This design comes from an exercise in tuning for small area and a short achievable clock period on the open sky130 flow, not from production work. The RTL was checked by simulation tests, not by an equivalence proof against the original design. No activity file was given, so power comes from the tool's default toggle rates.

== 01-28 ==
// pipeline
module pipeline(
  input  clk, rst_n,
  input  [31:0] IR ,   
  input  [31:0] D_IN,   
  output [31:0] D_OUT,  
  output [10:0] I_ADDR,
  output [10:0] D_ADDR, 
  output reg im_oen,
  output reg dm_oen,
  output reg dm_wen,
  output reg halt
);
  integer k;
  reg  [31:0] PC, PC_1;
  reg  [31:0] ins;                  
  reg         iv;                   
  reg         flush_ID;             
  reg  [31:1] asel, bsel;           
  reg         HA, HB;               
  reg         WHB;                  
  reg  [31:0] EX_R;                 
  reg  [31:0] EX_T;                 
  reg  [4:0]  EX_DA;
  reg         EX_RW;                
  reg         EX_LD;                
  reg         EX_TAKE;              
  reg         EX_FL;                
  wire [31:0] RES     = EX_LD ? D_IN : EX_R;    
  reg  [31:0] PC_INC, ia;
  integer d;
  always @(*) begin
    ia = PC;
    for (d = 1; d < 32; d = d * 2)
      for (k = 2*d - 1; k < 32; k = k + 2*d)
        ia[k] = ia[k] & ia[k-d];
    for (d = 8; d >= 1; d = d / 2)
      for (k = 3*d - 1; k < 32; k = k + 2*d)
        ia[k] = ia[k] & ia[k-d];
    PC_INC = PC ^ {ia[30:0], 1'b1};
  end
  wire [31:0] PC_NEXT = EX_TAKE ? EX_T : PC_INC;
  reg  [31:0] rf [1:31];
  wire [31:0] rf_nxt [1:31];
  genvar gi, gb;
  generate
    for (gi = 1; gi < 32; gi = gi + 1) begin : w
      wire we = EX_RW && EX_DA == gi;
      wire l = rst_n & we, h = rst_n & ~we;
      for (gb = 0; gb < 32; gb = gb + 1) begin : b
        reg_next RN(.l(l), .h(h), .d(RES[gb]), .q(rf[gi][gb]),
                    .o(rf_nxt[gi][gb]));
      end
    end
  endgenerate
  always @(posedge clk)
    for (k = 1; k < 32; k = k + 1)
      rf[k] <= rf_nxt[k];
  wire ID_RW, ID_LD, ID_SLT, ID_ST, MA, MB, CS, ID_BR, ID_BZ, ID_BNZ,
       ID_JMP, ID_JMR;
  instruction_decoder INSDE(.IR(ins), .RW(ID_RW), .LD(ID_LD), .SLT(ID_SLT),
                            .ST(ID_ST), .MA(MA), .MB(MB), .CS(CS), .BR(ID_BR),
                            .BZ(ID_BZ), .BNZ(ID_BNZ), .JMP(ID_JMP),
                            .JMR(ID_JMR));
  wire [4:0] ID_DA = ins[24:20];
  wire       id_v  = iv & ~EX_TAKE;
  wire       rw_next = id_v & ID_RW & (|ID_DA);   
  wire [31:0] RA, RB;
  generate
    for (gb = 0; gb < 32; gb = gb + 1) begin : rd
      wire [31:1] d;
      for (gi = 1; gi < 32; gi = gi + 1) begin : c
        assign d[gi] = rf[gi][gb];
      end
      wire [5:0] ga, gbb;
  ...
Size: ~5600 cells after synthesis, about 120 I/O pins, ~57000 um^2 of cells after synthesis.
Settings: LEC_CHECK=0, CAP_MARGIN=20, CORE_MARGIN=2, CORE_UTILIZATION=35, CTS_CLUSTER_DIAMETER=90, CTS_CLUSTER_SIZE=25, GPL_ROUTABILITY_DRIVEN=1, PLACE_DENSITY=0.45, SETUP_SLACK_MARGIN=5, SLEW_MARGIN=20, SYNTH_HIERARCHICAL=1, SYNTH_MINIMUM_KEEP_SIZE=1; clock period 12.0 ns.
standard.sh (not shown) runs the stock make flow with config.mk's settings and CLKGATE_MAP_FILE= SYNTH_SCRIPT=/design/flow/synth_recipe.tcl, a recipe that flattens the netlist after the stock synthesis.
==> flow/flow/run.sh <==
#!/bin/bash
set -euo pipefail
bash standard.sh \
  SETUP_SLACK_MARGIN=6.6 \
  "BUFFER_PORTS_ARGS=-buffer_cell sky130_fd_sc_hd__buf_4" \
  "CTS_ARGS=-sink_clustering_enable -repair_clock_nets -sink_clustering_size 25 -sink_clustering_max_diameter 90 -dont_use_dummy_load" \
  finish > standard_flow.log 2>&1
The inputs of 01-12 differ from those of 01-28 as listed below.
--- a/flow/design.v
+++ b/flow/design.v
@@ -2,52 +2,52 @@
   input  [3:0]  FS,
   input         SLT,
   input  [4:0]  SH,
   input  [31:0] A,
   input  [31:0] B,
   output [31:0] F
 );
   wire [31:0] bx  = ({32{FS[1]}} & B) | ({32{FS[0]}} & ~B);
   wire        cin = FS[0];
   wire [32:0] sum1 = {A, 1'b1} + {bx, cin};
   wire [31:0] sum = sum1[32:1];
   wire nb1 = ~B[31] ^ ~(|B[30:0]);
-  wire eq  = A[31] == nb1;
+  wire v   = (A[31] == nb1) & (A[31] != sum[31]);
+  wire lt  = sum[31] ^ v;
   reg [3:0] tt;
   always @(*) begin
     case (FS[2:0])
       3'b000:  tt = 4'b1000;  
       3'b001:  tt = 4'b1110;  
       3'b010:  tt = 4'b0110;  
       3'b011:  tt = 4'b0011;  
       default: tt = 4'b1010;  
     endcase
   end
   wire [31:0] lu = ({32{tt[3]}} &  A &  B) | ({32{tt[2]}} &  A & ~B) |
                    ({32{tt[1]}} & ~A &  B) | ({32{tt[0]}} & ~A & ~B);
   wire lsl = FS[1];
   wire [4:0] amt = lsl ? (5'd0 - SH) : SH;
   wire [63:0] bb = {B, B};
   wire [31:0] rot = bb >> amt;
   reg  [31:0] mask;
   integer k;
   always @(*)
     for (k = 0; k < 32; k = k + 1)
       mask[k] = lsl ? (k >= SH) : (k <= 31 - SH);
   wire [31:0] sh = rot & mask;
   wire shift = FS[3] & FS[2] & (FS[1] ^ FS[0]);
-  wire [31:0] f = ~FS[3] ? sum : shift ? sh : lu;
-  wire f0_s1 = SLT ? (eq ? A[31] : 1'b1) : f[0];    
-  wire f0_s0 = SLT ? (eq ? A[31] : 1'b0) : f[0];    
-  assign F = {f[31:1] & {31{~SLT}}, sum[31] ? f0_s1 : f0_s0};
+  assign F = SLT      ? {31'b0, lt} :
+             ~FS[3]   ? sum :
+             shift    ? sh  : lu;
 endmodule
 module instruction_decoder (
   input  [31:0] IR,
   output        RW,     
   output        LD,     
   output        SLT,    
   output        ST,     
   output        MA,     
   output        MB,     
   output        CS,     
   output        BR,     
   output        BZ,
@@ -104,39 +104,33 @@
 );
   assign x = (a1 & a2) | (b1 & b2) | c;
 endmodule
 module reg_next (
   input  l,
   input  h,
   input  d,
   input  q,
   output o
 );
   assign o = (l & d) | (h & q);
 endmodule
-module rd6 (
-  input  [5:0] s,
-  input  [5:0] d,
+module rd4 (
+  input  [3:0] s,
+  input  [3:0] d,
   output       y
 );
   assign y = |(s & d);
 endmodule
-module rd_and2 (
-  input  [1:0] a,
-  output       y
-);
-  assign y = &a;
-endmodule
-module rd_nor3 (
-  input  [2:0] a,
+module rd_nor4 (
+  input  [3:0] a,
   output       y
 );
   assign y = ~|a;
 endmodule
 module rd_nand2 (
   input  [1:0] a,
   output       y
 );
   assign y = ~&a;
 endmodule
 module pipeline(
   input  clk, rst_n,
@@ -196,42 +190,44 @@
     for (k = 1; k < 32; k = k + 1)
       rf[k] <= rf_nxt[k];
   wire ID_RW, ID_LD, ID_SLT, ID_ST, MA, MB, CS, ID_BR, ID_BZ, ID_BNZ,
        ID_JMP, ID_JMR;
   instruction_decoder INSDE(.IR(ins), .RW(ID_RW), .LD(ID_LD), .SLT(ID_SLT),
                             .ST(ID_ST), .MA(MA), .MB(MB), .CS(CS), .BR(ID_BR),
                             .BZ(ID_BZ), .BNZ(ID_BNZ), .JMP(ID_JMP),
                             .JMR(ID_JMR));
   wire [4:0] ID_DA = ins[24:20];
   wire       id_v  = iv & ~EX_TAKE;
   wire       rw_next = id_v & ID_RW & (|ID_DA);   
   wire [31:0] RA, RB;
+  wire [31:1] sa = asel;
+  wire [31:1] sb = bsel;
   generate
     for (gb = 0; gb < 32; gb = gb + 1) begin : rd
       wire [31:1] d;
       for (gi = 1; gi < 32; gi = gi + 1) begin : c
         assign d[gi] = rf[gi][gb];
       end
-      wire [5:0] ga, gbb;
+      wire [7:0] ga, gbb;
       wire [1:0] ha, hb;
-      for (gi = 0; gi < 5; gi = gi + 1) begin : g
-        rd6 RDA(.s(asel[6*gi+6:6*gi+1]), .d(d[6*gi+6:6*gi+1]), .y(ga[gi]));
-        rd6 RDB(.s(bsel[6*gi+6:6*gi+1]), .d(d[6*gi+6:6*gi+1]), .y(gbb[gi]));
+      rd4 RDA0(.s({sa[3:1], sa[1]}), .d({d[3:1], d[1]}), .y(ga[0]));
+      rd4 RDB0(.s({sb[3:1], sb[1]}), .d({d[3:1], d[1]}), .y(gbb[0]));
+      for (gi = 1; gi < 8; gi = gi + 1) begin : g
+        rd4 RDA(.s(sa[4*gi+3:4*gi]), .d(d[4*gi+3:4*gi]), .y(ga[gi]));
+        rd4 RDB(.s(sb[4*gi+3:4*gi]), .d(d[4*gi+3:4*gi]), .y(gbb[gi]));
       end
-      rd_and2 RDA31(.a({asel[31], d[31]}), .y(ga[5]));
-      rd_and2 RDB31(.a({bsel[31], d[31]}), .y(gbb[5]));
-      rd_nor3 A0(.a(ga[2:0]), .y(ha[0]));
-      rd_nor3 A1(.a(ga[5:3]), .y(ha[1]));
-      rd_nor3 B0(.a(gbb[2:0]), .y(hb[0]));
-      rd_nor3 B1(.a(gbb[5:3]), .y(hb[1]));
+      rd_nor4 A0(.a(ga[3:0]), .y(ha[0]));
+      rd_nor4 A1(.a(ga[7:4]), .y(ha[1]));
+      rd_nor4 B0(.a(gbb[3:0]), .y(hb[0]));
+      rd_nor4 B1(.a(gbb[7:4]), .y(hb[1]));
       rd_nand2 AN(.a(ha), .y(RA[gb]));
       rd_nand2 BN(.a(hb), .y(RB[gb]));
     end
   endgenerate
   wire [31:0] IM  = {{17{CS & ins[14]}}, ins[14:0]};
   reg  [31:0] BRA, bg, bp, BG, BP;
   always @(*) begin
     bg = PC_1 & IM;
     bp = PC_1 ^ IM;
     BG = bg;
     BP = bp;
     for (d = 1; d < 32; d = d * 2)
### Flow results
Comparing transition at the pin with the smallest max-transition slack for 01-12 and 01-28, the bigger number came from 01-28.
01-12: share of cells above drive strength 1 1.1 points above 01-28
In the metrics for 01-12 and 01-28, the one carrying the lower count of clock-net buffers in the final layout is 01-28.
Mean post-synth cell area: 01-12 vs 01-28 down 0.20 um^2
The number of gates given a new drive strength after cts number comes out lower for 01-28 vs 01-12.
01-12 against 01-28: maximum frequency decreased by 1.4% relative to the old numbers, overall routed net length increased by 7.6% relative to the old numbers.
Status: clock network contribution to total cell area parity (01-12, 01-28)
Taking 01-28 as the reference, in 01-12 total buffers and inverters traversed by the critical path shrank by 1; met1 capacity usage during global routing shrank by 0.21 points; number of cells produced by synthesis grew by 3.3%; number of well-tap cells placed grew by about 0.7%.
Max internal portion of total power across 01-12 and 01-28: 01-12

## re-timing with driven ports
In the flow no input, the clock included, has a driving cell. The finished layouts below were timed again as built, in two steps. Step 1 (the two cells are an assumption about what drives the block):
set clk [get_ports {clk}]
set_driving_cell -lib_cell sky130_fd_sc_hd__clkbuf_16 $clk
set_driving_cell -lib_cell sky130_fd_sc_hd__buf_2 [delete_from_list [all_inputs] $clk]
Step 2, shift: input delay + t, output delay - t, t = (earliest + latest rising clock arrival at the registers) / 2. This alone moves slack from input paths to output paths. Three values: no drivers, after step 1, after step 2; two values: the first two.
run | t, ns | setup WS [ns] | clock arrival spread, ns
01-28 | 0.790 | 6.533 / 6.445 / 6.043 | 0.078 / 0.078
01-12 | 0.767 | 6.457 / 6.457 / 6.366 | 0.099 / 0.099
After both steps every run listed still meets setup and hold. The setup slack of 01-28, which loses most, moves by -0.088 ns with the drivers and by -0.490 ns with both steps.
